This design comes from an exercise in tuning for small area and a short achievable clock period on the open sky130 flow, not from production work. No functional check of the RTL was part of any run shown here.

==> flow/design.v, too long to show whole: its modules and the start of the top module <==
// module fir: 1350 lines
// module fir_fa: 3 lines
// module fir_ha: 3 lines
module fir(
	input			clk_100k,
	input			rst_n,
	input 	signed [8:0]	samp_in,
	output 	signed [8:0]	fir_out
);
  // ...
==> flow/flow/run.sh <==
#!/bin/bash
# The standard layout (standard.sh), with repair_timing asked to keep a setup margin:
# the constraints are unchanged, the margin only makes the timing repair work harder.
set -euo pipefail
MARGIN=${MARGIN:-11}
sed "s|\"\${@:-finish}\"|SETUP_SLACK_MARGIN=$MARGIN \"\${@:-finish}\"|" standard.sh > margin.sh
grep -q "SETUP_SLACK_MARGIN=$MARGIN" margin.sh
bash margin.sh > layout.log 2>&1
==> flow/standard.sh <==
#!/bin/bash
# synth_recipe.tcl (not shown) runs the flow's synth.tcl, then flattens the netlist and writes it again
# the make line also repeats each setting of config.mk as NAME=value (left out here)
make -C /OpenROAD-flow-scripts/flow DESIGN_CONFIG=/design/flow/config.mk WORK_HOME=/design/flow/orfs CLKGATE_MAP_FILE= SYNTH_SCRIPT=/design/flow/synth_recipe.tcl "${@:-finish}"
==> flow/config.mk <==
export PLATFORM = sky130hd
export DESIGN_NAME = fir
export DESIGN_NICKNAME = fir
export VERILOG_FILES = /design/flow/design.v
export SDC_FILE = /design/flow/constraint.sdc
export NUM_CORES = 4
export LEC_CHECK = 0
export CAP_MARGIN = 20
export CORE_MARGIN = 2
export CORE_UTILIZATION = 65
export SLEW_MARGIN = 20
export SYNTH_HIERARCHICAL = 1
export SYNTH_MINIMUM_KEEP_SIZE = 0
==> flow/constraint.sdc <==
create_clock -name core_clock -period 16.0 [get_ports {clk_100k}]
set_input_delay 3.2000 -clock core_clock [delete_from_list [all_inputs] [get_ports {clk_100k}]]
set_output_delay 3.2000 -clock core_clock [all_outputs]
set_load 0.01 [all_outputs]
==> summary.md, run 1 <==
| Metric | Value |
|---|---|
| Post-route cell area | 26,500 um^2 |
| Largest net degree at the start of global routing | 178 |
| Status | complete, no violations |
| Cell variety after synth | 48 |
| Mapped Cells | 1,462 |
| M1 GR Usage | 41.2% |
| Synth area leader | fa_1 |
| RR Endpoint | rq1_11_0 |
| Yosys warning total | 7 |
| Clk Latency, worst-skew pair | 590 ps |
| Ranking of synthesized cells by area | fa_1 50%, dfrtp_1 27%, ha_1 6.0% |
| Inverters | 196 |
| WL met1 | 20,500 um |
| Initial antenna violation count | 2 |
| Sink Count | 277 |
| Worst-path clk slew | 60 ps |
| Detailed Route WL | 54,900 um |
| Crit-path slowest cell | dfrtp_1 |
| Grt met2 use | 55.8% |
| Reg2reg start | x1[0] |
| Ys async rst share | 100% |
| Highest clock rate | 0.179 GHz |
| Inst Count DP | 1,993 |
| Postcts setup bufs | 50 |
| Worst Path Max Fanout | 5 |
==> run 2: changes to the inputs <==
--- a/flow/design.v
+++ b/flow/design.v
@@ -11,21 +11,21 @@
 wire [9:0] u2_7 = {x4[8],x4} + {x10[8],x10};
 wire [9:0] u2_8 = {x5[8],x5} + {x9[8],x9};
 wire [9:0] u2_9 = {x6[8],x6} + {x8[8],x8};
 wire [9:0] u1_2 = {x0[8],x0} + {x16[8],x16};
 wire [9:0] u1_3 = {x1[8],x1} + {x15[8],x15};
 wire [9:0] u1_4 = {x2[8],x2} + {x14[8],x14};
 wire [9:0] u1_5 = {x3[8],x3} + {x13[8],x13};
 wire h2_1_s, h2_1_c;
-fir_fa h2_1_fa (1'b1, x7[0], u2_7[0], h2_1_s, h2_1_c);
+assign {h2_1_c, h2_1_s} = 1'b1 + x7[0] + u2_7[0];
 wire h2_2_s, h2_2_c;
 fir_ha h2_2_ha ({~u2_6[0]}, u2_8[0], h2_2_s, h2_2_c);
 wire h2_3_s, h2_3_c;
-fir_fa h2_3_fa (1'b1, x7[1], x17[0], h2_3_s, h2_3_c);
+assign {h2_3_c, h2_3_s} = 1'b1 + x7[1] + x17[0];
 wire h2_4_s, h2_4_c;
 fir_fa h2_4_fa (h2_3_s, u2_7[1], u2_8[1], h2_4_s, h2_4_c);
 wire h2_5_s, h2_5_c;
 fir_fa h2_5_fa (u2_6[1], u2_9[0], {~h2_2_c}, h2_5_s, h2_5_c);
 wire h2_6_s, h2_6_c;
 fir_fa h2_6_fa (h2_1_c, h2_4_s, {~h2_5_s}, h2_6_s, h2_6_c);
 wire h2_7_s, h2_7_c;
 fir_fa h2_7_fa (x7[2], x17[1], h2_3_c, h2_7_s, h2_7_c);
@@ -85,17 +85,17 @@
 fir_fa h2_34_fa (h2_20_c, h2_30_s, h2_32_s, h2_34_s, h2_34_c);
 wire h2_35_s, h2_35_c;
 fir_fa h2_35_fa (h2_31_s, h2_24_c, h2_33_s, h2_35_s, h2_35_c);
 wire h2_36_s, h2_36_c;
 fir_fa h2_36_fa (h2_23_c, h2_34_s, h2_25_c, h2_36_s, h2_36_c);
 wire h2_37_s, h2_37_c;
 fir_fa h2_37_fa (h2_35_s, {~h2_36_s}, h2_26_c, h2_37_s, h2_37_c);
 wire h2_38_s, h2_38_c;
-fir_fa h2_38_fa (1'b1, x7[6], x7[3], h2_38_s, h2_38_c);
+assign {h2_38_c, h2_38_s} = 1'b1 + x7[6] + x7[3];
 wire h2_39_s, h2_39_c;
 fir_fa h2_39_fa (x7[1], x16[3], {~x17[5]}, h2_39_s, h2_39_c);
 wire h2_40_s, h2_40_c;
 fir_fa h2_40_fa (x17[2], h2_27_c, h2_38_s, h2_40_s, h2_40_c);
 wire h2_41_s, h2_41_c;
 fir_fa h2_41_fa (h2_28_c, h2_39_s, {~h2_29_c}, h2_41_s, h2_41_c);
 wire h2_42_s, h2_42_c;
 fir_fa h2_42_fa (h2_40_s, u2_6[1], u2_7[6], h2_42_s, h2_42_c);
@@ -111,17 +111,17 @@
 fir_fa h2_47_fa (h2_43_s, h2_33_c, h2_45_s, h2_47_s, h2_47_c);
 wire h2_48_s, h2_48_c;
 fir_fa h2_48_fa (h2_44_s, h2_34_c, h2_46_s, h2_48_s, h2_48_c);
 wire h2_49_s, h2_49_c;
 fir_fa h2_49_fa (h2_35_c, h2_47_s, {~h2_48_s}, h2_49_s, h2_49_c);
 wire h2_50_s, h2_50_c;
 fir_ha h2_50_ha (h2_36_c, {~h2_49_s}, h2_50_s, h2_50_c);
 wire h2_51_s, h2_51_c;
-fir_fa h2_51_fa (1'b1, x7[7], x7[4], h2_51_s, h2_51_c);
+assign {h2_51_c, h2_51_s} = 1'b1 + x7[7] + x7[4];
 wire h2_52_s, h2_52_c;
 fir_fa h2_52_fa (x7[2], x16[4], {~x17[6]}, h2_52_s, h2_52_c);
 wire h2_53_s, h2_53_c;
 fir_fa h2_53_fa (x17[3], h2_38_c, h2_51_s, h2_53_s, h2_53_c);
 wire h2_54_s, h2_54_c;
 fir_fa h2_54_fa (h2_39_c, h2_52_s, {~h2_40_c}, h2_54_s, h2_54_c);
 wire h2_55_s, h2_55_c;
 fir_fa h2_55_fa (h2_53_s, u2_6[2], u2_7[7], h2_55_s, h2_55_c);
@@ -239,17 +239,17 @@
 fir_fa h2_111_fa (h2_92_c, h2_107_s, {~h2_108_s}, h2_111_s, h2_111_c);
 wire h2_112_s, h2_112_c;
 fir_fa h2_112_fa (h2_94_c, h2_110_s, h2_111_s, h2_112_s, h2_112_c);
 wire h2_113_s, h2_113_c;
 fir_fa h2_113_fa (h2_93_c, h2_109_s, {~h2_95_c}, h2_113_s, h2_113_c);
 wire h2_114_s, h2_114_c;
 fir_fa h2_114_fa ({~h2_112_s}, h2_96_c, h2_113_s, h2_114_s, h2_114_c);
 wire h2_115_s, h2_115_c;
-fir_fa h2_115_fa (1'b1, x7[3], x7[0], h2_115_s, h2_115_c);
+assign {h2_115_c, h2_115_s} = 1'b1 + x7[3] + x7[0];
 wire h2_116_s, h2_116_c;
 fir_fa h2_116_fa (x16[8], x16[1], x17[7], h2_116_s, h2_116_c);
 wire h2_117_s, h2_117_c;
 fir_fa h2_117_fa (x7[8], x7[6], x17[3], h2_117_s, h2_117_c);
 wire h2_118_s, h2_118_c;
 fir_fa h2_118_fa (x17[1], h2_98_c, h2_115_s, h2_118_s, h2_118_c);
 wire h2_119_s, h2_119_c;
 fir_fa h2_119_fa (h2_99_c, {~h2_116_s}, h2_117_s, h2_119_s, h2_119_c);
@@ -343,17 +343,17 @@
 fir_fa h2_163_fa (h2_158_s, h2_144_c, {~h2_160_s}, h2_163_s, h2_163_c);
 wire h2_164_s, h2_164_c;
 fir_fa h2_164_fa (h2_161_s, h2_145_c, h2_146_c, h2_164_s, h2_164_c);
 wire h2_165_s, h2_165_c;
 fir_fa h2_165_fa (h2_162_s, h2_147_c, h2_164_s, h2_165_s, h2_165_c);
 wire h2_166_s, h2_166_c;
 fir_fa h2_166_fa (h2_163_s, h2_148_c, {~h2_165_s}, h2_166_s, h2_166_c);
 wire h2_167_s, h2_167_c;
-fir_fa h2_167_fa (1'b1, x7[6], x7[3], h2_167_s, h2_167_c);
+assign {h2_167_c, h2_167_s} = 1'b1 + x7[6] + x7[3];
 wire h2_168_s, h2_168_c;
 fir_fa h2_168_fa (x7[1], x16[4], x17[4], h2_168_s, h2_168_c);
 wire h2_169_s, h2_169_c;
 fir_fa h2_169_fa (h2_150_c, h2_151_c, h2_167_s, h2_169_s, h2_169_c);
 wire h2_170_s, h2_170_c;
 fir_fa h2_170_fa (h2_168_s, h2_152_c, h2_169_s, h2_170_s, h2_170_c);
 wire h2_171_s, h2_171_c;
 fir_fa h2_171_fa (u2_6[1], u2_7[6], u2_7[1], h2_171_s, h2_171_c);
@@ -377,17 +377,17 @@
 fir_fa h2_180_fa (h2_158_c, {~h2_176_s}, h2_177_s, h2_180_s, h2_180_c);
 wire h2_181_s, h2_181_c;
 fir_fa h2_181_fa (h2_162_c, h2_178_s, h2_179_s, h2_181_s, h2_181_c);
 wire h2_182_s, h2_182_c;
 fir_fa h2_182_fa (h2_163_c, h2_180_s, {~h2_164_c}, h2_182_s, h2_182_c);
 wire h2_183_s, h2_183_c;
 fir_fa h2_183_fa (h2_181_s, h2_165_c, {~h2_182_s}, h2_183_s, h2_183_c);
 wire h2_184_s, h2_184_c;
-fir_fa h2_184_fa (1'b1, x7[7], x7[4], h2_184_s, h2_184_c);
+assign {h2_184_c, h2_184_s} = 1'b1 + x7[7] + x7[4];
 wire h2_185_s, h2_185_c;
 fir_fa h2_185_fa (x7[2], x16[5], x17[5], h2_185_s, h2_185_c);
 wire h2_186_s, h2_186_c;
 fir_fa h2_186_fa (h2_167_c, h2_168_c, h2_184_s, h2_186_s, h2_186_c);
 wire h2_187_s, h2_187_c;
 fir_fa h2_187_fa (h2_185_s, h2_169_c, h2_186_s, h2_187_s, h2_187_c);
 wire h2_188_s, h2_188_c;
 fir_fa h2_188_fa (u2_6[2], u2_7[7], u2_7[2], h2_188_s, h2_188_c);
@@ -411,17 +411,17 @@
 fir_fa h2_197_fa (h2_178_c, h2_179_c, h2_195_s, h2_197_s, h2_197_c);
 wire h2_198_s, h2_198_c;
 fir_fa h2_198_fa (h2_194_s, h2_180_c, {~h2_196_s}, h2_198_s, h2_198_c);
 wire h2_199_s, h2_199_c;
 fir_fa h2_199_fa (h2_181_c, h2_197_s, {~h2_198_s}, h2_199_s, h2_199_c);
 wire h2_200_s, h2_200_c;
 fir_fa h2_200_fa ({~h2_182_c}, h2_199_s, h2_183_c, h2_200_s, h2_200_c);
 wire h2_201_s, h2_201_c;
-fir_fa h2_201_fa (1'b1, x7[5], x7[3], h2_201_s, h2_201_c);
+assign {h2_201_c, h2_201_s} = 1'b1 + x7[5] + x7[3];
 wire h2_202_s, h2_202_c;
 fir_fa h2_202_fa (x16[6], x17[8], x17[6], h2_202_s, h2_202_c);
 wire h2_203_s, h2_203_c;
 fir_fa h2_203_fa (h2_184_c, h2_185_c, h2_201_s, h2_203_s, h2_203_c);
 wire h2_204_s, h2_204_c;
 fir_fa h2_204_fa (h2_202_s, h2_186_c, h2_203_s, h2_204_s, h2_204_c);
 wire h2_205_s, h2_205_c;
 fir_fa h2_205_fa (u2_6[9], u2_6[3], u2_7[8], h2_205_s, h2_205_c);
@@ -443,17 +443,17 @@
 fir_fa h2_213_fa (h2_195_c, h2_211_s, h2_196_c, h2_213_s, h2_213_c);
 wire h2_214_s, h2_214_c;
 fir_fa h2_214_fa (h2_194_c, h2_209_s, {~h2_212_s}, h2_214_s, h2_214_c);
 wire h2_215_s, h2_215_c;
 fir_fa h2_215_fa (h2_197_c, {~h2_198_c}, h2_213_s, h2_215_s, h2_215_c);
 wire h2_216_s, h2_216_c;
 fir_fa h2_216_fa ({~h2_214_s}, h2_199_c, h2_215_s, h2_216_s, h2_216_c);
 wire h2_217_s, h2_217_c;
-fir_fa h2_217_fa (1'b1, x7[6], x7[4], h2_217_s, h2_217_c);
+assign {h2_217_c, h2_217_s} = 1'b1 + x7[6] + x7[4];
 wire h2_218_s, h2_218_c;
 fir_fa h2_218_fa (x16[7], x17[7], h2_201_c, h2_218_s, h2_218_c);
 wire h2_219_s, h2_219_c;
 fir_fa h2_219_fa (h2_202_c, h2_217_s, h2_203_c, h2_219_s, h2_219_c);
 wire h2_220_s, h2_220_c;
 fir_fa h2_220_fa (h2_218_s, u2_6[4], u2_7[4], h2_220_s, h2_220_c);
 wire h2_221_s, h2_221_c;
 fir_fa h2_221_fa (u2_8[7], u2_8[4], u2_9[6], h2_221_s, h2_221_c);
@@ -471,17 +471,17 @@
 fir_fa h2_227_fa ({~h2_209_c}, h2_224_s, h2_225_s, h2_227_s, h2_227_c);
 wire h2_228_s, h2_228_c;
 fir_fa h2_228_fa (h2_211_c, h2_212_c, h2_226_s, h2_228_s, h2_228_c);
 wire h2_229_s, h2_229_c;
 fir_fa h2_229_fa (h2_227_s, h2_213_c, h2_228_s, h2_229_s, h2_229_c);
 wire h2_230_s, h2_230_c;
 fir_fa h2_230_fa ({~h2_214_c}, h2_215_c, h2_229_s, h2_230_s, h2_230_c);
 wire h2_231_s, h2_231_c;
-fir_fa h2_231_fa (1'b1, x7[7], x7[5], h2_231_s, h2_231_c);
+assign {h2_231_c, h2_231_s} = 1'b1 + x7[7] + x7[5];
 wire h2_232_s, h2_232_c;
 fir_fa h2_232_fa (x16[8], x17[8], {~h2_217_c}, h2_232_s, h2_232_c);
 wire h2_233_s, h2_233_c;
 fir_fa h2_233_fa (h2_231_s, h2_218_c, {~h2_232_s}, h2_233_s, h2_233_c);
 wire h2_234_s, h2_234_c;
 fir_fa h2_234_fa (u2_6[5], u2_7[5], u2_8[8], h2_234_s, h2_234_c);
 wire h2_235_s, h2_235_c;
 fir_fa h2_235_fa (u2_8[5], u2_9[7], u2_9[5], h2_235_s, h2_235_c);
@@ -529,17 +529,17 @@
 fir_fa h2_256_fa (u2_9[9], h2_246_c, {~h2_254_s}, h2_256_s, h2_256_c);
 wire h2_257_s, h2_257_c;
 fir_fa h2_257_fa (h2_247_c, h2_248_c, h2_255_s, h2_257_s, h2_257_c);
 wire h2_258_s, h2_258_c;
 fir_fa h2_258_fa ({~h2_256_s}, h2_249_c, h2_257_s, h2_258_s, h2_258_c);
 wire h2_259_s, h2_259_c;
 fir_fa h2_259_fa (h2_250_c, h2_258_s, h2_251_c, h2_259_s, h2_259_c);
 wire h2_260_s, h2_260_c;
-fir_fa h2_260_fa (1'b1, u2_6[8], u2_7[8], h2_260_s, h2_260_c);
+assign {h2_260_c, h2_260_s} = 1'b1 + u2_6[8] + u2_7[8];
 wire h2_261_s, h2_261_c;
 fir_fa h2_261_fa ({~x7[8]}, u2_8[8], u2_9[8], h2_261_s, h2_261_c);
 wire h2_262_s, h2_262_c;
 fir_fa h2_262_fa (h2_253_c, h2_254_c, h2_260_s, h2_262_s, h2_262_c);
 wire h2_263_s, h2_263_c;
 fir_fa h2_263_fa (h2_261_s, h2_255_c, h2_262_s, h2_263_s, h2_263_c);
 wire h2_264_s, h2_264_c;
 fir_fa h2_264_fa ({~h2_256_c}, h2_257_c, h2_263_s, h2_264_s, h2_264_c);
@@ -549,59 +549,59 @@
 fir_fa h2_266_fa (u2_6[9], u2_7[9], u2_8[9], h2_266_s, h2_266_c);
 wire h2_267_s, h2_267_c;
 fir_fa h2_267_fa ({~u2_9[9]}, h2_260_c, h2_261_c, h2_267_s, h2_267_c);
 wire h2_268_s, h2_268_c;
 fir_fa h2_268_fa ({~h2_266_s}, h2_262_c, h2_267_s, h2_268_s, h2_268_c);
 wire h2_269_s, h2_269_c;
 fir_fa h2_269_fa (h2_263_c, h2_268_s, h2_264_c, h2_269_s, h2_269_c);
 wire h2_270_s, h2_270_c;
-fir_fa h2_270_fa (1'b1, {~h2_266_c}, h2_267_c, h2_270_s, h2_270_c);
+assign {h2_270_c, h2_270_s} = 1'b1 + {~h2_266_c} + h2_267_c;
 wire h2_271_s, h2_271_c;
 fir_ha h2_271_ha (h2_268_c, h2_270_s, h2_271_s, h2_271_c);
 wire h1_1_s, h1_1_c;
 fir_ha h1_1_ha (rq2_0_0, rq2_0_1, h1_1_s, h1_1_c);
 wire h1_2_s, h1_2_c;
-fir_fa h1_2_fa (1'b1, rq2_1_0, h1_1_c, h1_2_s, h1_2_c);
+assign {h1_2_c, h1_2_s} = 1'b1 + rq2_1_0 + h1_1_c;
 wire h1_3_s, h1_3_c;
 fir_fa h1_3_fa (h1_2_s, u1_3[1], {~u1_4[0]}, h1_3_s, h1_3_c);
 wire h1_4_s, h1_4_c;
 fir_fa h1_4_fa (rq2_2_0, {~rq2_2_1}, h1_2_c, h1_4_s, h1_4_c);
 wire h1_5_s, h1_5_c;
 fir_fa h1_5_fa (u1_3[0], u1_4[1], u1_5[0], h1_5_s, h1_5_c);
 wire h1_6_s, h1_6_c;
 fir_fa h1_6_fa (u1_2[0], u1_3[2], h1_4_s, h1_6_s, h1_6_c);
 wire h1_7_s, h1_7_c;
 fir_fa h1_7_fa (h1_3_c, {~h1_5_s}, h1_6_s, h1_7_s, h1_7_c);
 wire h1_8_s, h1_8_c;
-fir_fa h1_8_fa (1'b1, u1_2[1], u1_3[3], h1_8_s, h1_8_c);
+assign {h1_8_c, h1_8_s} = 1'b1 + u1_2[1] + u1_3[3];
 wire h1_9_s, h1_9_c;
 fir_fa h1_9_fa (rq2_3_0, u1_3[1], u1_4[2], h1_9_s, h1_9_c);
 wire h1_10_s, h1_10_c;
 fir_fa h1_10_fa (u1_4[0], {~u1_5[1]}, h1_4_c, h1_10_s, h1_10_c);
 wire h1_11_s, h1_11_c;
 fir_fa h1_11_fa (h1_8_s, h1_6_c, h1_10_s, h1_11_s, h1_11_c);
 wire h1_12_s, h1_12_c;
 fir_fa h1_12_fa (h1_5_c, h1_9_s, {~h1_7_c}, h1_12_s, h1_12_c);
 wire h1_13_s, h1_13_c;
-fir_fa h1_13_fa (1'b1, u1_2[2], u1_2[0], h1_13_s, h1_13_c);
+assign {h1_13_c, h1_13_s} = 1'b1 + u1_2[2] + u1_2[0];
 wire h1_14_s, h1_14_c;
 fir_fa h1_14_fa (rq2_4_0, u1_3[2], u1_3[0], h1_14_s, h1_14_c);
 wire h1_15_s, h1_15_c;
 fir_fa h1_15_fa (u1_3[4], {~u1_4[3]}, u1_4[1], h1_15_s, h1_15_c);
 wire h1_16_s, h1_16_c;
 fir_fa h1_16_fa (h1_8_c, h1_10_c, h1_13_s, h1_16_s, h1_16_c);
 wire h1_17_s, h1_17_c;
 fir_fa h1_17_fa (u1_5[2], h1_9_c, h1_14_s, h1_17_s, h1_17_c);
 wire h1_18_s, h1_18_c;
 fir_fa h1_18_fa (h1_15_s, h1_11_c, h1_16_s, h1_18_s, h1_18_c);
 wire h1_19_s, h1_19_c;
 fir_fa h1_19_fa (h1_17_s, h1_12_c, {~h1_18_s}, h1_19_s, h1_19_c);
 wire h1_20_s, h1_20_c;
-fir_fa h1_20_fa (1'b1, u1_2[3], u1_2[1], h1_20_s, h1_20_c);
+assign {h1_20_c, h1_20_s} = 1'b1 + u1_2[3] + u1_2[1];
 wire h1_21_s, h1_21_c;
 fir_fa h1_21_fa (rq2_5_0, u1_3[3], u1_3[1], h1_21_s, h1_21_c);
 wire h1_22_s, h1_22_c;
 fir_fa h1_22_fa (u1_4[4], u1_4[0], u1_5[3], h1_22_s, h1_22_c);
 wire h1_23_s, h1_23_c;
 fir_fa h1_23_fa (u1_3[5], u1_4[2], h1_13_c, h1_23_s, h1_23_c);
 wire h1_24_s, h1_24_c;
 fir_fa h1_24_fa (h1_14_c, h1_21_s, h1_22_s, h1_24_s, h1_24_c);
@@ -627,17 +627,17 @@
 fir_fa h1_34_fa (h1_29_s, h1_30_s, h1_24_c, h1_34_s, h1_34_c);
 wire h1_35_s, h1_35_c;
 fir_fa h1_35_fa (h1_23_c, {~h1_32_s}, h1_33_s, h1_35_s, h1_35_c);
 wire h1_36_s, h1_36_c;
 fir_fa h1_36_fa ({~h1_25_c}, h1_26_c, h1_34_s, h1_36_s, h1_36_c);
 wire h1_37_s, h1_37_c;
 fir_fa h1_37_fa (h1_35_s, h1_27_c, {~h1_36_s}, h1_37_s, h1_37_c);
 wire h1_38_s, h1_38_c;
-fir_fa h1_38_fa (1'b1, rq2_7_0, {~rq2_7_1}, h1_38_s, h1_38_c);
+assign {h1_38_c, h1_38_s} = 1'b1 + rq2_7_0 + {~rq2_7_1};
 wire h1_39_s, h1_39_c;
 fir_fa h1_39_fa (h1_38_s, u1_2[5], u1_2[3], h1_39_s, h1_39_c);
 wire h1_40_s, h1_40_c;
 fir_fa h1_40_fa (u1_2[0], u1_3[7], u1_4[4], h1_40_s, h1_40_c);
 wire h1_41_s, h1_41_c;
 fir_fa h1_41_fa (u1_3[5], u1_3[3], u1_3[1], h1_41_s, h1_41_c);
 wire h1_42_s, h1_42_c;
 fir_fa h1_42_fa (u1_4[6], u1_4[2], u1_5[5], h1_42_s, h1_42_c);
@@ -651,17 +651,17 @@
 fir_fa h1_46_fa (h1_32_c, h1_43_s, h1_45_s, h1_46_s, h1_46_c);
 wire h1_47_s, h1_47_c;
 fir_fa h1_47_fa (h1_33_c, h1_44_s, h1_35_c, h1_47_s, h1_47_c);
 wire h1_48_s, h1_48_c;
 fir_fa h1_48_fa (h1_34_c, h1_46_s, h1_36_c, h1_48_s, h1_48_c);
 wire h1_49_s, h1_49_c;
 fir_fa h1_49_fa (h1_47_s, h1_37_c, {~h1_48_s}, h1_49_s, h1_49_c);
 wire h1_50_s, h1_50_c;
-fir_fa h1_50_fa (1'b0, rq2_8_0, rq2_8_1, h1_50_s, h1_50_c);
+assign {h1_50_c, h1_50_s} = 1'b0 + rq2_8_0 + rq2_8_1;
 wire h1_51_s, h1_51_c;
 fir_fa h1_51_fa (h1_38_c, u1_2[6], u1_2[4], h1_51_s, h1_51_c);
 wire h1_52_s, h1_52_c;
 fir_fa h1_52_fa (u1_2[1], u1_3[8], u1_4[5], h1_52_s, h1_52_c);
 wire h1_53_s, h1_53_c;
 fir_fa h1_53_fa (h1_50_s, u1_3[6], u1_3[4], h1_53_s, h1_53_c);
 wire h1_54_s, h1_54_c;
 fir_fa h1_54_fa (u1_3[2], u1_3[0], u1_4[7], h1_54_s, h1_54_c);
@@ -677,17 +677,17 @@
 fir_fa h1_59_fa (h1_43_c, h1_45_c, h1_57_s, h1_59_s, h1_59_c);
 wire h1_60_s, h1_60_c;
 fir_fa h1_60_fa (h1_44_c, h1_56_s, {~h1_58_s}, h1_60_s, h1_60_c);
 wire h1_61_s, h1_61_c;
 fir_fa h1_61_fa (h1_46_c, h1_59_s, {~h1_60_s}, h1_61_s, h1_61_c);
 wire h1_62_s, h1_62_c;
 fir_fa h1_62_fa ({~h1_47_c}, h1_61_s, h1_48_c, h1_62_s, h1_62_c);
 wire h1_63_s, h1_63_c;
-fir_fa h1_63_fa (1'b0, rq2_9_0, h1_50_c, h1_63_s, h1_63_c);
+assign {h1_63_c, h1_63_s} = 1'b0 + rq2_9_0 + h1_50_c;
 wire h1_64_s, h1_64_c;
 fir_fa h1_64_fa (u1_2[7], u1_2[5], u1_2[2], h1_64_s, h1_64_c);
 wire h1_65_s, h1_65_c;
 fir_fa h1_65_fa (h1_63_s, u1_2[0], u1_3[9], h1_65_s, h1_65_c);
 wire h1_66_s, h1_66_c;
 fir_fa h1_66_fa (u1_3[7], u1_3[5], u1_3[3], h1_66_s, h1_66_c);
 wire h1_67_s, h1_67_c;
 fir_fa h1_67_fa (u1_3[1], u1_4[8], u1_4[4], h1_67_s, h1_67_c);
@@ -799,17 +799,17 @@
 fir_fa h1_120_fa (h1_102_c, h1_118_s, h1_119_s, h1_120_s, h1_120_c);
 wire h1_121_s, h1_121_c;
 fir_fa h1_121_fa (h1_103_c, h1_117_s, {~h1_104_c}, h1_121_s, h1_121_c);
 wire h1_122_s, h1_122_c;
 fir_fa h1_122_fa ({~h1_120_s}, h1_105_c, h1_121_s, h1_122_s, h1_122_c);
 wire h1_123_s, h1_123_c;
 fir_ha h1_123_ha ({~h1_106_c}, h1_122_s, h1_123_s, h1_123_c);
 wire h1_124_s, h1_124_c;
-fir_fa h1_124_fa (1'b1, rq2_13_0, {~rq2_13_1}, h1_124_s, h1_124_c);
+assign {h1_124_c, h1_124_s} = 1'b1 + rq2_13_0 + {~rq2_13_1};
 wire h1_125_s, h1_125_c;
 fir_fa h1_125_fa (h1_124_s, u1_2[6], u1_2[2], h1_125_s, h1_125_c);
 wire h1_126_s, h1_126_c;
 fir_fa h1_126_fa (u1_3[9], u1_3[1], u1_4[1], h1_126_s, h1_126_c);
 wire h1_127_s, h1_127_c;
 fir_fa h1_127_fa (u1_2[9], u1_2[4], u1_3[7], h1_127_s, h1_127_c);
 wire h1_128_s, h1_128_c;
 fir_fa h1_128_fa (u1_3[5], u1_3[3], u1_4[8], h1_128_s, h1_128_c);
@@ -831,17 +831,17 @@
 fir_fa h1_136_fa (h1_118_c, h1_119_c, h1_134_s, h1_136_s, h1_136_c);
 wire h1_137_s, h1_137_c;
 fir_fa h1_137_fa (h1_117_c, h1_133_s, h1_135_s, h1_137_s, h1_137_c);
 wire h1_138_s, h1_138_c;
 fir_fa h1_138_fa (h1_120_c, h1_136_s, {~h1_137_s}, h1_138_s, h1_138_c);
 wire h1_139_s, h1_139_c;
 fir_fa h1_139_fa (h1_121_c, {~h1_138_s}, h1_122_c, h1_139_s, h1_139_c);
 wire h1_140_s, h1_140_c;
-fir_fa h1_140_fa (1'b1, {~rq2_14_0}, rq2_14_1, h1_140_s, h1_140_c);
+assign {h1_140_c, h1_140_s} = 1'b1 + {~rq2_14_0} + rq2_14_1;
 wire h1_141_s, h1_141_c;
 fir_fa h1_141_fa (h1_124_c, h1_140_s, u1_2[7], h1_141_s, h1_141_c);
 wire h1_142_s, h1_142_c;
 fir_fa h1_142_fa (u1_2[3], u1_3[2], u1_4[9], h1_142_s, h1_142_c);
 wire h1_143_s, h1_143_c;
 fir_fa h1_143_fa (u1_2[5], u1_3[8], u1_3[6], h1_143_s, h1_143_c);
 wire h1_144_s, h1_144_c;
 fir_fa h1_144_fa (u1_3[4], u1_5[8], u1_5[5], h1_144_s, h1_144_c);
@@ -887,17 +887,17 @@
 fir_fa h1_164_fa (h1_148_c, h1_160_s, h1_149_c, h1_164_s, h1_164_c);
 wire h1_165_s, h1_165_c;
 fir_fa h1_165_fa ({~h1_162_s}, h1_150_c, h1_163_s, h1_165_s, h1_165_c);
 wire h1_166_s, h1_166_c;
 fir_fa h1_166_fa (h1_151_c, h1_164_s, {~h1_152_c}, h1_166_s, h1_166_c);
 wire h1_167_s, h1_167_c;
 fir_fa h1_167_fa ({~h1_165_s}, h1_153_c, h1_166_s, h1_167_s, h1_167_c);
 wire h1_168_s, h1_168_c;
-fir_fa h1_168_fa (1'b1, rq2_16_0, rq2_16_1, h1_168_s, h1_168_c);
+assign {h1_168_c, h1_168_s} = 1'b1 + rq2_16_0 + rq2_16_1;
 wire h1_169_s, h1_169_c;
 fir_fa h1_169_fa (h1_168_s, u1_2[5], u1_3[4], h1_169_s, h1_169_c);
 wire h1_170_s, h1_170_c;
 fir_fa h1_170_fa (u1_2[9], u1_2[7], u1_3[8], h1_170_s, h1_170_c);
 wire h1_171_s, h1_171_c;
 fir_fa h1_171_fa (u1_3[6], u1_5[7], u1_5[5], h1_171_s, h1_171_c);
 wire h1_172_s, h1_172_c;
 fir_fa h1_172_fa (u1_4[4], u1_5[3], h1_155_c, h1_172_s, h1_172_c);
@@ -911,17 +911,17 @@
 fir_fa h1_176_fa (h1_160_c, {~h1_173_s}, h1_174_s, h1_176_s, h1_176_c);
 wire h1_177_s, h1_177_c;
 fir_fa h1_177_fa ({~h1_162_c}, h1_163_c, h1_175_s, h1_177_s, h1_177_c);
 wire h1_178_s, h1_178_c;
 fir_fa h1_178_fa (h1_176_s, h1_164_c, {~h1_165_c}, h1_178_s, h1_178_c);
 wire h1_179_s, h1_179_c;
 fir_fa h1_179_fa ({~h1_177_s}, h1_166_c, h1_178_s, h1_179_s, h1_179_c);
 wire h1_180_s, h1_180_c;
-fir_fa h1_180_fa (1'b1, rq2_17_0, rq2_17_1, h1_180_s, h1_180_c);
+assign {h1_180_c, h1_180_s} = 1'b1 + rq2_17_0 + rq2_17_1;
 wire h1_181_s, h1_181_c;
 fir_fa h1_181_fa (h1_168_c, h1_180_s, u1_2[6], h1_181_s, h1_181_c);
 wire h1_182_s, h1_182_c;
 fir_fa h1_182_fa (u1_3[9], u1_3[5], u1_4[5], h1_182_s, h1_182_c);
 wire h1_183_s, h1_183_c;
 fir_fa h1_183_fa (u1_2[8], u1_3[7], u1_5[8], h1_183_s, h1_183_c);
 wire h1_184_s, h1_184_c;
 fir_fa h1_184_fa (u1_5[6], h1_170_c, h1_171_c, h1_184_s, h1_184_c);
@@ -953,17 +953,17 @@
 fir_fa h1_197_fa ({~h1_184_c}, h1_185_c, h1_195_s, h1_197_s, h1_197_c);
 wire h1_198_s, h1_198_c;
 fir_fa h1_198_fa (h1_196_s, {~h1_186_c}, h1_187_c, h1_198_s, h1_198_c);
 wire h1_199_s, h1_199_c;
 fir_fa h1_199_fa (h1_197_s, h1_188_c, {~h1_198_s}, h1_199_s, h1_199_c);
 wire h1_200_s, h1_200_c;
 fir_ha h1_200_ha ({~h1_189_c}, h1_199_s, h1_200_s, h1_200_c);
 wire h1_201_s, h1_201_c;
-fir_fa h1_201_fa (1'b1, rq2_19_0, rq2_19_1, h1_201_s, h1_201_c);
+assign {h1_201_c, h1_201_s} = 1'b1 + rq2_19_0 + rq2_19_1;
 wire h1_202_s, h1_202_c;
 fir_fa h1_202_fa (h1_201_s, h1_191_c, u1_2[8], h1_202_s, h1_202_c);
 wire h1_203_s, h1_203_c;
 fir_fa h1_203_fa (u1_3[9], u1_3[7], u1_4[7], h1_203_s, h1_203_c);
 wire h1_204_s, h1_204_c;
 fir_fa h1_204_fa (u1_5[6], h1_192_c, h1_193_c, h1_204_s, h1_204_c);
 wire h1_205_s, h1_205_c;
 fir_fa h1_205_fa (u1_5[8], h1_194_c, {~h1_202_s}, h1_205_s, h1_205_c);
@@ -995,182 +995,193 @@
 fir_fa h1_218_fa (u1_3[9], u1_4[9], {~u1_5[8]}, h1_218_s, h1_218_c);
 wire h1_219_s, h1_219_c;
 fir_fa h1_219_fa (h1_217_s, h1_211_c, h1_212_c, h1_219_s, h1_219_c);
 wire h1_220_s, h1_220_c;
 fir_fa h1_220_fa ({~h1_218_s}, h1_213_c, h1_219_s, h1_220_s, h1_220_c);
 wire h1_221_s, h1_221_c;
 fir_fa h1_221_fa (h1_214_c, h1_220_s, h1_215_c, h1_221_s, h1_221_c);
 wire h1_222_s, h1_222_c;
-fir_fa h1_222_fa (1'b1, rq2_22_0, rq2_22_1, h1_222_s, h1_222_c);
+assign {h1_222_c, h1_222_s} = 1'b1 + rq2_22_0 + rq2_22_1;
 wire h1_223_s, h1_223_c;
 fir_fa h1_223_fa (h1_222_s, {~u1_5[9]}, h1_217_c, h1_223_s, h1_223_c);
 wire h1_224_s, h1_224_c;
 fir_fa h1_224_fa ({~h1_218_c}, h1_223_s, h1_219_c, h1_224_s, h1_224_c);
 wire h1_225_s, h1_225_c;
 fir_ha h1_225_ha (h1_220_c, h1_224_s, h1_225_s, h1_225_c);
 wire h1_226_s, h1_226_c;
 fir_fa h1_226_fa (rq2_23_0, rq2_23_1, h1_222_c, h1_226_s, h1_226_c);
 wire h1_227_s, h1_227_c;
 fir_fa h1_227_fa (h1_226_s, h1_223_c, h1_224_c, h1_227_s, h1_227_c);
 wire h1_228_s = 1'b1 ^ rq2_24_0 ^ rq2_24_1;
 wire h1_229_s = h1_228_s ^ h1_226_c ^ h1_227_c;
 wire h0_1_s, h0_1_c;
-fir_fa h0_1_fa (1'b0, x0[0], rq1_3_1, h0_1_s, h0_1_c);
+assign {h0_1_c, h0_1_s} = 1'b0 + x0[0] + rq1_3_1;
 wire h0_2_s, h0_2_c;
-fir_ha h0_2_ha (rq1_3_0, {~h0_1_s}, h0_2_s, h0_2_c);
+fir_ha h0_2_ha ({~x0[1]}, {~rq1_4_0}, h0_2_s, h0_2_c);
 wire h0_3_s, h0_3_c;
-fir_fa h0_3_fa (x0[1], rq1_4_0, h0_1_c, h0_3_s, h0_3_c);
+fir_fa h0_3_fa (x0[2], rq1_5_0, {~rq1_5_1}, h0_3_s, h0_3_c);
 wire h0_4_s, h0_4_c;
-fir_fa h0_4_fa (h0_2_c, samp_in[3], samp_in[0], h0_4_s, h0_4_c);
+fir_ha h0_4_ha ({~x0[3]}, rq1_6_0, h0_4_s, h0_4_c);
 wire h0_5_s, h0_5_c;
-fir_fa h0_5_fa (x0[2], rq1_5_0, {~rq1_5_1}, h0_5_s, h0_5_c);
+fir_fa h0_5_fa ({~x0[4]}, rq1_7_0, h0_4_c, h0_5_s, h0_5_c);
 wire h0_6_s, h0_6_c;
-fir_fa h0_6_fa (h0_5_s, h0_3_c, {~samp_in[4]}, h0_6_s, h0_6_c);
+fir_fa h0_6_fa (x0[5], {~rq1_8_0}, rq1_8_1, h0_6_s, h0_6_c);
 wire h0_7_s, h0_7_c;
-fir_fa h0_7_fa (samp_in[1], h0_4_c, {~h0_6_s}, h0_7_s, h0_7_c);
+fir_fa h0_7_fa (x0[6], rq1_9_0, rq1_9_1, h0_7_s, h0_7_c);
 wire h0_8_s, h0_8_c;
-fir_fa h0_8_fa (x0[3], {~rq1_6_0}, h0_5_c, h0_8_s, h0_8_c);
+fir_fa h0_8_fa (x0[7], {~x0[0]}, rq1_10_0, h0_8_s, h0_8_c);
 wire h0_9_s, h0_9_c;
-fir_fa h0_9_fa ({~h0_8_s}, samp_in[5], samp_in[2], h0_9_s, h0_9_c);
+assign {h0_9_c, h0_9_s} = 1'b1 + x0[8] + x0[1];
 wire h0_10_s, h0_10_c;
-fir_ha h0_10_ha ({~h0_6_c}, h0_9_s, h0_10_s, h0_10_c);
+fir_fa h0_10_fa (rq1_11_0, h0_8_c, {~h0_9_s}, h0_10_s, h0_10_c);
 wire h0_11_s, h0_11_c;
-fir_fa h0_11_fa (x0[4], {~rq1_7_0}, h0_8_c, h0_11_s, h0_11_c);
+assign {h0_11_c, h0_11_s} = 1'b1 + x0[2] + rq1_12_0;
 wire h0_12_s, h0_12_c;
-fir_fa h0_12_fa ({~h0_11_s}, samp_in[6], samp_in[3], h0_12_s, h0_12_c);
+fir_fa h0_12_fa ({~rq1_12_1}, h0_9_c, h0_11_s, h0_12_s, h0_12_c);
 wire h0_13_s, h0_13_c;
-fir_fa h0_13_fa (h0_9_c, h0_12_s, h0_10_c, h0_13_s, h0_13_c);
+assign {h0_13_c, h0_13_s} = 1'b1 + x0[3] + rq1_13_0;
 wire h0_14_s, h0_14_c;
-fir_fa h0_14_fa (1'b0, x0[5], rq1_8_1, h0_14_s, h0_14_c);
+fir_fa h0_14_fa (rq1_13_1, h0_11_c, h0_13_s, h0_14_s, h0_14_c);
 wire h0_15_s, h0_15_c;
-fir_fa h0_15_fa ({~rq1_8_0}, h0_14_s, h0_11_c, h0_15_s, h0_15_c);
+assign {h0_15_c, h0_15_s} = 1'b1 + x0[4] + rq1_14_1;
 wire h0_16_s, h0_16_c;
-fir_fa h0_16_fa ({~h0_15_s}, samp_in[7], samp_in[4], h0_16_s, h0_16_c);
+fir_fa h0_16_fa ({~rq1_14_0}, h0_13_c, h0_15_s, h0_16_s, h0_16_c);
 wire h0_17_s, h0_17_c;
-fir_fa h0_17_fa ({~samp_in[0]}, h0_12_c, h0_16_s, h0_17_s, h0_17_c);
+assign {h0_17_c, h0_17_s} = 1'b0 + rq1_15_0 + rq1_15_1;
 wire h0_18_s, h0_18_c;
-fir_fa h0_18_fa (1'b0, x0[6], rq1_9_0, h0_18_s, h0_18_c);
+fir_fa h0_18_fa (x0[5], h0_15_c, {~h0_17_s}, h0_18_s, h0_18_c);
 wire h0_19_s, h0_19_c;
-fir_fa h0_19_fa (rq1_9_1, h0_14_c, h0_18_s, h0_19_s, h0_19_c);
+assign {h0_19_c, h0_19_s} = 1'b0 + rq1_16_0 + rq1_16_1;
 wire h0_20_s, h0_20_c;
-fir_fa h0_20_fa (h0_19_s, h0_15_c, samp_in[8], h0_20_s, h0_20_c);
+fir_fa h0_20_fa ({~x0[6]}, h0_17_c, h0_19_s, h0_20_s, h0_20_c);
 wire h0_21_s, h0_21_c;
-fir_fa h0_21_fa (samp_in[5], {~samp_in[1]}, h0_16_c, h0_21_s, h0_21_c);
+assign {h0_21_c, h0_21_s} = 1'b0 + rq1_17_0 + rq1_17_1;
 wire h0_22_s, h0_22_c;
-fir_fa h0_22_fa ({~h0_20_s}, h0_17_c, h0_21_s, h0_22_s, h0_22_c);
+fir_fa h0_22_fa ({~x0[7]}, h0_19_c, h0_21_s, h0_22_s, h0_22_c);
 wire h0_23_s, h0_23_c;
-fir_fa h0_23_fa (1'b0, x0[7], rq1_10_0, h0_23_s, h0_23_c);
+fir_fa h0_23_fa (x0[8], {~rq1_18_0}, rq1_18_1, h0_23_s, h0_23_c);
 wire h0_24_s, h0_24_c;
-fir_fa h0_24_fa ({~x0[0]}, h0_18_c, h0_23_s, h0_24_s, h0_24_c);
+fir_ha h0_24_ha ({~h0_21_c}, {~h0_23_s}, h0_24_s, h0_24_c);
 wire h0_25_s, h0_25_c;
-fir_fa h0_25_fa (h0_19_c, h0_24_s, samp_in[2], h0_25_s, h0_25_c);
+assign {h0_25_c, h0_25_s} = 1'b1 + rq1_19_0 + {~h0_23_c};
 wire h0_26_s, h0_26_c;
-fir_fa h0_26_fa (samp_in[6], samp_in[0], {~h0_20_c}, h0_26_s, h0_26_c);
+assign {h0_26_c, h0_26_s} = 1'b1 + {~rq1_20_0} + rq1_20_1;
 wire h0_27_s, h0_27_c;
-fir_fa h0_27_fa ({~h0_25_s}, h0_21_c, h0_26_s, h0_27_s, h0_27_c);
+assign {h0_27_c, h0_27_s} = 1'b1 + rq1_21_0 + {~rq1_21_1};
 wire h0_28_s, h0_28_c;
-fir_fa h0_28_fa (x0[8], x0[1], {~rq1_11_0}, h0_28_s, h0_28_c);
+assign {h0_28_c, h0_28_s} = 1'b1 + rq1_22_0 + rq1_22_1;
 wire h0_29_s, h0_29_c;
-fir_fa h0_29_fa (h0_23_c, {~h0_28_s}, h0_24_c, h0_29_s, h0_29_c);
-wire h0_30_s, h0_30_c;
-fir_fa h0_30_fa (h0_29_s, {~samp_in[7]}, samp_in[3], h0_30_s, h0_30_c);
-wire h0_31_s, h0_31_c;
-fir_fa h0_31_fa ({~samp_in[1]}, h0_25_c, h0_30_s, h0_31_s, h0_31_c);
-wire h0_32_s, h0_32_c;
-fir_ha h0_32_ha (h0_26_c, {~h0_31_s}, h0_32_s, h0_32_c);
-wire h0_33_s, h0_33_c;
-fir_fa h0_33_fa (x0[2], rq1_12_0, {~rq1_12_1}, h0_33_s, h0_33_c);
-wire h0_34_s, h0_34_c;
-fir_fa h0_34_fa (h0_28_c, h0_33_s, {~h0_29_c}, h0_34_s, h0_34_c);
-wire h0_35_s, h0_35_c;
-fir_fa h0_35_fa ({~h0_34_s}, samp_in[8], samp_in[4], h0_35_s, h0_35_c);
-wire h0_36_s, h0_36_c;
-fir_fa h0_36_fa ({~samp_in[2]}, h0_30_c, h0_35_s, h0_36_s, h0_36_c);
-wire h0_37_s, h0_37_c;
-fir_fa h0_37_fa (h0_31_c, h0_36_s, {~h0_32_c}, h0_37_s, h0_37_c);
-wire h0_38_s, h0_38_c;
-fir_fa h0_38_fa (1'b1, x0[3], rq1_13_0, h0_38_s, h0_38_c);
-wire h0_39_s, h0_39_c;
-fir_fa h0_39_fa (rq1_13_1, h0_33_c, h0_38_s, h0_39_s, h0_39_c);
-wire h0_40_s, h0_40_c;
-fir_fa h0_40_fa (h0_39_s, h0_34_c, samp_in[3], h0_40_s, h0_40_c);
-wire h0_41_s, h0_41_c;
-fir_fa h0_41_fa (samp_in[5], h0_35_c, {~h0_40_s}, h0_41_s, h0_41_c);
-wire h0_42_s, h0_42_c;
-fir_ha h0_42_ha ({~h0_36_c}, {~h0_41_s}, h0_42_s, h0_42_c);
-wire h0_43_s, h0_43_c;
-fir_fa h0_43_fa (1'b1, x0[4], rq1_14_1, h0_43_s, h0_43_c);
-wire h0_44_s, h0_44_c;
-fir_fa h0_44_fa ({~rq1_14_0}, h0_38_c, h0_43_s, h0_44_s, h0_44_c);
-wire h0_45_s, h0_45_c;
-fir_fa h0_45_fa (h0_39_c, h0_44_s, samp_in[4], h0_45_s, h0_45_c);
-wire h0_46_s, h0_46_c;
-fir_fa h0_46_fa ({~samp_in[6]}, h0_40_c, h0_45_s, h0_46_s, h0_46_c);
-wire h0_47_s, h0_47_c;
-fir_fa h0_47_fa ({~h0_41_c}, h0_46_s, h0_42_c, h0_47_s, h0_47_c);
-wire h0_48_s, h0_48_c;
-fir_fa h0_48_fa (1'b0, rq1_15_0, rq1_15_1, h0_48_s, h0_48_c);
-wire h0_49_s, h0_49_c;
-fir_fa h0_49_fa (x0[5], h0_43_c, {~h0_48_s}, h0_49_s, h0_49_c);
-wire h0_50_s, h0_50_c;
-fir_fa h0_50_fa (h0_44_c, h0_49_s, samp_in[5], h0_50_s, h0_50_c);
-wire h0_51_s, h0_51_c;
-fir_fa h0_51_fa ({~samp_in[7]}, h0_45_c, h0_50_s, h0_51_s, h0_51_c);
-wire h0_52_s, h0_52_c;
-fir_ha h0_52_ha (h0_46_c, h0_51_s, h0_52_s, h0_52_c);
-wire h0_53_s, h0_53_c;
-fir_fa h0_53_fa ({~x0[6]}, rq1_16_0, rq1_16_1, h0_53_s, h0_53_c);
-wire h0_54_s, h0_54_c;
-fir_fa h0_54_fa (h0_48_c, h0_53_s, {~h0_49_c}, h0_54_s, h0_54_c);
-wire h0_55_s, h0_55_c;
-fir_fa h0_55_fa ({~h0_54_s}, samp_in[8], samp_in[6], h0_55_s, h0_55_c);
-wire h0_56_s, h0_56_c;
-fir_fa h0_56_fa (h0_50_c, h0_55_s, h0_51_c, h0_56_s, h0_56_c);
-wire h0_57_s, h0_57_c;
-fir_fa h0_57_fa (1'b0, rq1_17_0, rq1_17_1, h0_57_s, h0_57_c);
-wire h0_58_s, h0_58_c;
-fir_fa h0_58_fa ({~x0[7]}, h0_53_c, h0_57_s, h0_58_s, h0_58_c);
-wire h0_59_s, h0_59_c;
-fir_fa h0_59_fa (h0_58_s, h0_54_c, {~samp_in[7]}, h0_59_s, h0_59_c);
-wire h0_60_s, h0_60_c;
-fir_ha h0_60_ha (h0_55_c, {~h0_59_s}, h0_60_s, h0_60_c);
-wire h0_61_s, h0_61_c;
-fir_fa h0_61_fa (1'b0, x0[8], rq1_18_1, h0_61_s, h0_61_c);
-wire h0_62_s, h0_62_c;
-fir_fa h0_62_fa ({~rq1_18_0}, h0_57_c, h0_61_s, h0_62_s, h0_62_c);
-wire h0_63_s, h0_63_c;
-fir_fa h0_63_fa (h0_58_c, h0_62_s, samp_in[8], h0_63_s, h0_63_c);
-wire h0_64_s, h0_64_c;
-fir_fa h0_64_fa (h0_59_c, h0_63_s, {~h0_60_c}, h0_64_s, h0_64_c);
-wire h0_65_s, h0_65_c;
-fir_fa h0_65_fa ({~rq1_19_0}, h0_61_c, h0_62_c, h0_65_s, h0_65_c);
-wire h0_66_s, h0_66_c;
-fir_ha h0_66_ha ({~h0_65_s}, {~h0_63_c}, h0_66_s, h0_66_c);
-wire h0_67_s, h0_67_c;
-fir_fa h0_67_fa (1'b1, {~rq1_20_0}, rq1_20_1, h0_67_s, h0_67_c);
-wire h0_68_s, h0_68_c;
-fir_ha h0_68_ha (h0_67_s, {~h0_65_c}, h0_68_s, h0_68_c);
-wire h0_69_s, h0_69_c;
-fir_fa h0_69_fa (1'b1, rq1_21_0, {~rq1_21_1}, h0_69_s, h0_69_c);
-wire h0_70_s, h0_70_c;
-fir_ha h0_70_ha (h0_67_c, h0_69_s, h0_70_s, h0_70_c);
-wire h0_71_s, h0_71_c;
-fir_fa h0_71_fa (1'b1, rq1_22_0, rq1_22_1, h0_71_s, h0_71_c);
-wire h0_72_s, h0_72_c;
-fir_fa h0_72_fa (h0_69_c, h0_71_s, h0_70_c, h0_72_s, h0_72_c);
-wire h0_73_s, h0_73_c;
-fir_fa h0_73_fa (1'b1, rq1_23_0, rq1_23_1, h0_73_s, h0_73_c);
-wire h0_74_s, h0_74_c;
-fir_ha h0_74_ha (h0_71_c, h0_73_s, h0_74_s, h0_74_c);
-wire h0_75_s = 1'b1 ^ rq1_24_0 ^ h0_73_c;
-wire [24:0] fa = {h0_74_c, h0_74_s, h0_72_s, h0_70_s, h0_68_s, h0_66_s, {~h0_64_s}, h0_60_s, h0_52_c, h0_52_s, h0_47_s, h0_42_s, {~h0_37_s}, h0_32_s, h0_22_c, h0_22_s, h0_17_s, h0_13_s, h0_10_s, h0_7_s, {~h0_3_s}, h0_2_s, rq1_2_0, rq1_1_0, rq1_0_0};
-wire [24:0] fb = {h0_75_s, h0_72_c, 1'b0, h0_68_c, h0_66_c, {~h0_64_c}, 1'b0, h0_56_c, h0_56_s, h0_47_c, 1'b0, {~h0_37_c}, 1'b0, h0_27_c, h0_27_s, 1'b0, h0_13_c, 1'b0, h0_7_c, 1'b0, h0_4_s, samp_in[2], samp_in[1], samp_in[0], rq1_0_1};
-wire [8:0] lo = {1'b0, fa[7:0]} + {1'b0, fb[7:0]};
-reg [16:0] oa, ob;
+assign {h0_29_c, h0_29_s} = 1'b1 + rq1_23_0 + rq1_23_1;
+wire h0_30_s = 1'b1 ^ rq1_24_0 ^ h0_29_c;
+wire [24:0] e0 = {h0_30_s, h0_28_c, h0_27_c, h0_26_c, h0_26_s, h0_24_c, h0_24_s, {~h0_20_c}, h0_18_c, h0_16_c, h0_14_c, h0_12_c, {~h0_10_c}, {~h0_10_s}, {~h0_7_c}, {~h0_6_c}, {~h0_6_s}, h0_5_s, h0_4_s, h0_2_c, h0_2_s, rq1_3_0, rq1_2_0, rq1_1_0, rq1_0_0} + {1'b0, h0_29_s, h0_28_s, h0_27_s, h0_25_c, h0_25_s, {~h0_22_c}, {~h0_22_s}, {~h0_20_s}, h0_18_s, h0_16_s, h0_14_s, h0_12_s, 1'b0, {~h0_8_s}, {~h0_7_s}, h0_5_c, 1'b0, {~h0_3_c}, {~h0_3_s}, {~h0_1_c}, {~h0_1_s}, 1'b0, 1'b0, rq1_0_1};
+reg [13:0] tl;
+always @* begin
+	case (samp_in[3:0])
+	4'd0: tl = 14'd0;
+	4'd1: tl = 14'd786;
+	4'd2: tl = 14'd1572;
+	4'd3: tl = 14'd2358;
+	4'd4: tl = 14'd3144;
+	4'd5: tl = 14'd3930;
+	4'd6: tl = 14'd4716;
+	4'd7: tl = 14'd5502;
+	4'd8: tl = 14'd6288;
+	4'd9: tl = 14'd7074;
+	4'd10: tl = 14'd7860;
+	4'd11: tl = 14'd8646;
+	4'd12: tl = 14'd9432;
+	4'd13: tl = 14'd10218;
+	4'd14: tl = 14'd11004;
+	4'd15: tl = 14'd11790;
+	endcase
+end
+reg [14:0] th;
+always @* begin
+	case (samp_in[8:4])
+	5'd0: th = 15'd0;
+	5'd1: th = 15'd786;
+	5'd2: th = 15'd1572;
+	5'd3: th = 15'd2358;
+	5'd4: th = 15'd3144;
+	5'd5: th = 15'd3930;
+	5'd6: th = 15'd4716;
+	5'd7: th = 15'd5502;
+	5'd8: th = 15'd6288;
+	5'd9: th = 15'd7074;
+	5'd10: th = 15'd7860;
+	5'd11: th = 15'd8646;
+	5'd12: th = 15'd9432;
+	5'd13: th = 15'd10218;
+	5'd14: th = 15'd11004;
+	5'd15: th = 15'd11790;
+	5'd16: th = 15'd20192;
+	5'd17: th = 15'd20978;
+	5'd18: th = 15'd21764;
+	5'd19: th = 15'd22550;
+	5'd20: th = 15'd23336;
+	5'd21: th = 15'd24122;
+	5'd22: th = 15'd24908;
+	5'd23: th = 15'd25694;
+	5'd24: th = 15'd26480;
+	5'd25: th = 15'd27266;
+	5'd26: th = 15'd28052;
+	5'd27: th = 15'd28838;
+	5'd28: th = 15'd29624;
+	5'd29: th = 15'd30410;
+	5'd30: th = 15'd31196;
+	5'd31: th = 15'd31982;
+	endcase
+end
+wire g_1_s, g_1_c;
+fir_fa g_1_fa (e0[4], tl[4], th[0], g_1_s, g_1_c);
+wire g_2_s, g_2_c;
+fir_fa g_2_fa (e0[5], tl[5], th[1], g_2_s, g_2_c);
+wire g_3_s, g_3_c;
+fir_fa g_3_fa (e0[6], tl[6], th[2], g_3_s, g_3_c);
+wire g_4_s, g_4_c;
+fir_fa g_4_fa (e0[7], tl[7], th[3], g_4_s, g_4_c);
+wire g_5_s, g_5_c;
+fir_fa g_5_fa (e0[8], tl[8], th[4], g_5_s, g_5_c);
+wire g_6_s, g_6_c;
+fir_fa g_6_fa (e0[9], tl[9], th[5], g_6_s, g_6_c);
+wire g_7_s, g_7_c;
+fir_fa g_7_fa (e0[10], tl[10], th[6], g_7_s, g_7_c);
+wire g_8_s, g_8_c;
+fir_fa g_8_fa (e0[11], tl[11], th[7], g_8_s, g_8_c);
+wire g_9_s, g_9_c;
+fir_fa g_9_fa (e0[12], tl[12], th[8], g_9_s, g_9_c);
+wire g_10_s, g_10_c;
+fir_fa g_10_fa (e0[13], tl[13], th[9], g_10_s, g_10_c);
+wire g_11_s, g_11_c;
+fir_ha g_11_ha (e0[14], th[10], g_11_s, g_11_c);
+wire g_12_s, g_12_c;
+fir_fa g_12_fa (e0[15], th[11], g_11_c, g_12_s, g_12_c);
+wire g_13_s, g_13_c;
+fir_ha g_13_ha (e0[16], th[12], g_13_s, g_13_c);
+wire g_14_s, g_14_c;
+fir_fa g_14_fa (e0[17], th[13], g_13_c, g_14_s, g_14_c);
+wire g_15_s, g_15_c;
+assign {g_15_c, g_15_s} = 1'b1 + e0[18] + {~th[14]};
+wire g_16_s, g_16_c;
+assign {g_16_c, g_16_s} = 1'b1 + e0[19];
+wire g_17_s, g_17_c;
+assign {g_17_c, g_17_s} = 1'b1 + e0[20] + g_16_c;
+wire g_18_s, g_18_c;
+assign {g_18_c, g_18_s} = 1'b1 + e0[21];
+wire g_19_s, g_19_c;
+assign {g_19_c, g_19_s} = 1'b1 + e0[22] + g_18_c;
+wire g_20_s, g_20_c;
+assign {g_20_c, g_20_s} = 1'b1 + e0[23];
+wire g_21_s = 1'b1 ^ e0[24] ^ g_20_c;
+wire [24:0] fa = {g_21_s, g_20_s, g_19_s, g_18_s, g_17_s, g_16_s, g_15_s, g_14_s, g_13_s, g_12_s, g_11_s, g_9_c, g_8_c, g_7_c, g_6_c, g_5_c, g_4_c, g_3_c, g_2_c, g_1_c, g_1_s, e0[3], e0[2], e0[1], e0[0]};
+wire [24:0] fb = {1'b0, g_19_c, 1'b0, g_17_c, 1'b0, g_15_c, g_14_c, 1'b0, g_12_c, 1'b0, g_10_c, g_10_s, g_9_s, g_8_s, g_7_s, g_6_s, g_5_s, g_4_s, g_3_s, g_2_s, 1'b0, tl[3], tl[2], tl[1], tl[0]};
+wire [16:0] lo = {1'b0, fa[15:0]} + {1'b0, fb[15:0]};
+wire [8:0] hs = fa[24:16] + fb[24:16];
+reg [8:0] oh;
 reg oc;
 always @(posedge clk_100k or negedge rst_n) begin
 	if (!rst_n) begin
 		x0 <= 9'd0; x1 <= 9'd0; x2 <= 9'd0; x3 <= 9'd0; x4 <= 9'd0; x5 <= 9'd0; x6 <= 9'd0; x7 <= 9'd0; x8 <= 9'd0; x9 <= 9'd0; x10 <= 9'd0; x11 <= 9'd0; x12 <= 9'd0; x13 <= 9'd0; x14 <= 9'd0; x15 <= 9'd0; x16 <= 9'd0; x17 <= 9'd0;
 		rq2_0_0 <= 1'b0;
 		rq2_0_1 <= 1'b0;
 		rq2_1_0 <= 1'b0;
 		rq2_2_0 <= 1'b0;
@@ -1250,17 +1261,17 @@
 		rq1_20_1 <= 1'b0;
 		rq1_21_0 <= 1'b0;
 		rq1_21_1 <= 1'b1;
 		rq1_22_0 <= 1'b0;
 		rq1_22_1 <= 1'b0;
 		rq1_23_0 <= 1'b0;
 		rq1_23_1 <= 1'b0;
 		rq1_24_0 <= 1'b0;
-		oa <= 17'd0; ob <= 17'd0; oc <= 1'b0;
+		oh <= 9'd0; oc <= 1'b0;
 	end else begin
 		x0 <= samp_in; x1 <= x0; x2 <= x1; x3 <= x2; x4 <= x3; x5 <= x4; x6 <= x5; x7 <= x6; x8 <= x7; x9 <= x8; x10 <= x9; x11 <= x10; x12 <= x11; x13 <= x12; x14 <= x13; x15 <= x14; x16 <= x15; x17 <= x16;
 		rq2_0_0 <= h2_2_s;
 		rq2_0_1 <= h2_1_s;
 		rq2_1_0 <= h2_6_s;
 		rq2_2_0 <= h2_6_c;
 		rq2_2_1 <= h2_10_s;
 		rq2_3_0 <= h2_17_s;
@@ -1338,20 +1349,20 @@
 		rq1_20_1 <= h1_209_c;
 		rq1_21_0 <= h1_221_s;
 		rq1_21_1 <= h1_216_c;
 		rq1_22_0 <= h1_225_s;
 		rq1_22_1 <= h1_221_c;
 		rq1_23_0 <= h1_225_c;
 		rq1_23_1 <= h1_227_s;
 		rq1_24_0 <= h1_229_s;
-		oa <= fa[24:8]; ob <= fb[24:8]; oc <= lo[8];
+		oh <= hs; oc <= lo[16];
 	end
 end
-wire [16:0] s = oa + ob + {{16{1'b0}}, oc};
-assign fir_out = s[16:8];
+wire [8:0] s = oh + {{8{1'b0}}, oc};
+assign fir_out = s[8:0];
 endmodule
 module fir_fa(input a, input b, input c, output s, output co);
 assign {co, s} = a + b + c;
 endmodule
 module fir_ha(input a, input b, output s, output co);
 assign {co, s} = a + b;
 endmodule
==> flow/config.mk (replaced) <==
export PLATFORM = sky130hd
export DESIGN_NAME = fir
export DESIGN_NICKNAME = fir
export VERILOG_FILES = /design/flow/design.v
export SDC_FILE = /design/flow/constraint.sdc
export NUM_CORES = 4
export LEC_CHECK = 0
export CAP_MARGIN = 20
export CORE_MARGIN = 2
export CORE_UTILIZATION = 65
export CTS_BUF_LIST = sky130_fd_sc_hd__clkbuf_8 sky130_fd_sc_hd__clkbuf_16
export CTS_CLUSTER_DIAMETER = 80
export CTS_CLUSTER_SIZE = 30
export SLEW_MARGIN = 20
export SYNTH_HIERARCHICAL = 1
export SYNTH_MINIMUM_KEEP_SIZE = 0
==> summary.md, run 2 <==
| Metric | Value |
|---|---|
| Clk Latency, worst-skew pair | 570 ps (-20 ps) |
| Worst Path Max Fanout | 4 (-1) |
| DP Area | 24,200 um^2 |
| Most common cell after layout, fill and taps aside | fa_1 |
| Register area | 6480 um^2 |
| Sequential area share after synthesis | 28.3% |
| Setup TNS | 0 ps |
| Most frequent cells after synthesis | 497 x fa_1, 347 x inv_1, 226 x dfrtp_1, 180 x ha_1, 74 x a21oi_1 |
| Vias in the first global route | 15,800 |
| Syn Area/Cell | 13.3 um^2 |
| Tcrit/Tclk final | 34.0% |
| Worst hold slack | 359 ps |
| First-pass GRT wire length | 90,500 um |
| Rel. slew slack | 6.89% |
| Place WS | 9270 ps |
| DIE WIDTH | 192 um |
| Commonest non-fill, non-tap cells in the layout | 387 x fa_1, 314 x inv_1, 217 x dfrtp_1, 159 x buf_4, 151 x ha_1 |
| Yosys warning total | 7 (unchanged) |
| Post-synth top area share | 43.5% |
| DRT iter0 DRCs | 628 |
| Highest clock rate | 0.184 GHz (+2.6%) |
| Detailed Route WL | 59,500 um (+8.2%) |
| Cell Rows | 68 |
| Synth area leader | fa_1 |
| Period minus WS final | 5440 ps |
| RR Endpoint | rq1_19_0 |
| Final max-slew violation count | 0 |
| Max_cap viols | 0 |
| Num ports | 20 |
| Inst Count DP | 2,214 (+11%) |
| Sink Count | 257 (-7.2%) |
| Proportion of layout cells with a drive suffix above 1 | 30.6% |
| Setup crit end kind | flip-flop |
| Layout Cells excl Fill | 2,406 |
| CP Launch Type | flip-flop |
| Worst-Margin Slew | 1360 ps |
| CTS H-tree depth | 1 |
| Synth Register Bits | 257 |
| Routability cong. | 0.978 |
| DRT Pass-1 Iters | 5 |
| All-Layer GR Usage | 34.4% |
| Worst Setup Slack, final | 10,560 ps |
| Largest net degree at the start of global routing | 124 (-30%) |
| DR WL/cell | 24.7 um |
| CTS buffer count | 18 |
| WP data required | 16,400 ps |
| Fillers | 1,917 |
| Ys async rst share | 100% (unchanged) |
| Nets | 2,627 |
| Mapped Cells | 1,717 (+17%) |
| Worst EP arrival | 5840 ps |
| Core footprint | 34,600 um^2 |
| Initial Utilization | 66.1% |
| Critical Path Source | x1[0] |
| R2R Setup Slk | 10,560 ps |
| GRT overflow | 0 |
| Post-route ant nets | 0 |
| Fin util | 79.3% |
| Dpl hpwl | 44,000 um |
| Top-count cell post-synth | fa_1 |
| Clock Tree Buf Depth | 3 |
| Antenna fix cells | 0 |
| Detailed-route via count | 13,700 |
| Via-to-Cell Ratio | 5.68 |
| Root buffer cell | clkbuf_16 |
| Netlist Area Pre-Place | 22,900 um^2 |
| Post-synth EDFFs | 0 |
| Die area | 36,700 um^2 |
| CTS tree | built |
| Cell variety after synth | 59 (+23%) |
| Status | complete, no violations |
| RSZ-0062 raised after global routing | true |
| Main synth FF type | dfrtp_1 |
| Area Overhead vs Synth | 20.0% |
| R2R depth | 22 |
| Chip height | 192 um |
| Ranking of synthesized cells by area | fa_1 43%, dfrtp_1 25%, ha_1 9.8% |
| Area occupied by multi-input gates | 16,600 um^2 |
| Post-route cell area | 27,500 um^2 (+3.8%) |
| Crit Path Class | reg -> reg |
| # DRC | 0 |
| Initial antenna violation count | 0 (-2) |
| Reg2reg start | x1[0] |
| Final Hold Violating Endpoints | 0 |
| Worst Skew | 64.5 ps |
| Worst-path clk slew | 110 ps (+50 ps) |
| Hold Crit Class | reg -> reg |
| # port buffers | 19 |
| Final setup viols | 0 |
| Worst hold start | x12[6] |
| CP endpoint | rq1_19_0 |
-- run 2: final cells by class --
| cell class | count | area share, % |
|---|---|---|
| multi-input cells | 1106 | 60.5 |
| flip-flops and latches | 257 | 23.6 |
| repair buffers | 209 | 6.49 |
| inverters | 347 | 4.79 |
| well taps | 455 | 2.07 |
| clock buffers | 18 | 1.64 |
| clock inverters | 14 | 0.875 |
-- run 2: worst min-delay path by stage --
stage	endpoint	slack (ps)	cells after the start
finish	x13[6]	360	0
global route	x13[4]	370	0
CTS	x13[6]	360	0
detailed placement	x13[2]	330	0
global placement	x13[6]	330	0
floorplan	x13[0]	330	0
-- run 2: logic make-up (layout without fill, tap and decap cells) --
logic type	count (synthesis)	in the layout	synth area share [%]
buffers and inverters	354	588	5.81
AO/OA/AOI/OAI	208	208	5.85
multiplexers	11	11	0.509
other	1	1	0.0164
flip-flops	257	257	28.3
adder cells (fa/ha/maj)	677	677	53.3
XOR/XNOR	100	100	3.83
AND/OR/NAND/NOR	109	109	2.39
-- run 2: timing repair --
action / 4_1_cts / 5_1_grt
gates resized for setup: 289 / 117
endpoints found under the hold margin: 0 / 0
endpoints found under the setup margin: 75 / 57
setup buffers: 106 / 53
hold buffers: 0 / 0
pin swaps: 120 / 104
cloned: 1 / 0
-- run 2: critical path, stage by stage, from the launching register on --
cell      delay, ps
dfrtp_1         420
ha_4            160
inv_2            40
fa_2            370
inv_2            70
a21oi_2          50
o21bai_2        180
a21oi_2         120
o21bai_2        170
a21o_1          190
a21oi_4          90
xnor2_4         280
buf_4           170
buf_6            80
buf_6           110
fa_2            450
fa_2            370
fa_2            360
fa_1            490
inv_1            50
fa_1            490
ha_2            170
fa_1            400
-- run 2: per-layer routing --
layer / track usage, % / vias to the layer above / wire, um
met5: 0 / - / 0
met1: 42.0 / 7196 / 21900
met4: 16.4 / 0 / 3910
met2: 61.2 / 473 / 30900
met3: 4.33 / 214 / 2700
li1: - / 5772 / -
-- run 2: modules after synthesis, one instance, submodules excluded --
| module | area [um^2] | flops+latches | copies in the design |
|---|---|---|---|
| fir | 12900 | 257 | 1 |
| fir_ha | 12.5 | 0 | 14 |
| fir_fa | 20.0 | 0 | 489 |

[port drivers added, routing unchanged]
In the flow no input, the clock included, has a driving cell. The finished layouts below were timed again as built, in two steps. Step 1, drivers: a clkbuf_16 drives clk_100k and a buf_2 each remaining input, both assumed. Step 2 adds t to the input delays and takes it off the output delays; t is the mean of the earliest and latest rising clock arrival at the registers after step 1. Input paths then give back, and output paths get back, about the clock's delay inside the block. a / b / c = ideal ports / drivers / drivers and shift; a / b = the first two.
run | t (ns) | setup slack, ns | cell pins on the clock port's net
run 1 | 0.625 | 10.414 / 10.357 / 10.497 | 1
run 2 | 0.599 | 10.555 / 10.555 / 10.236 | 1
After both steps setup and hold are still met in every run listed. The setup slack of run 2, which loses most, moves by 0.000 ns with the drivers and by -0.319 ns with both steps.
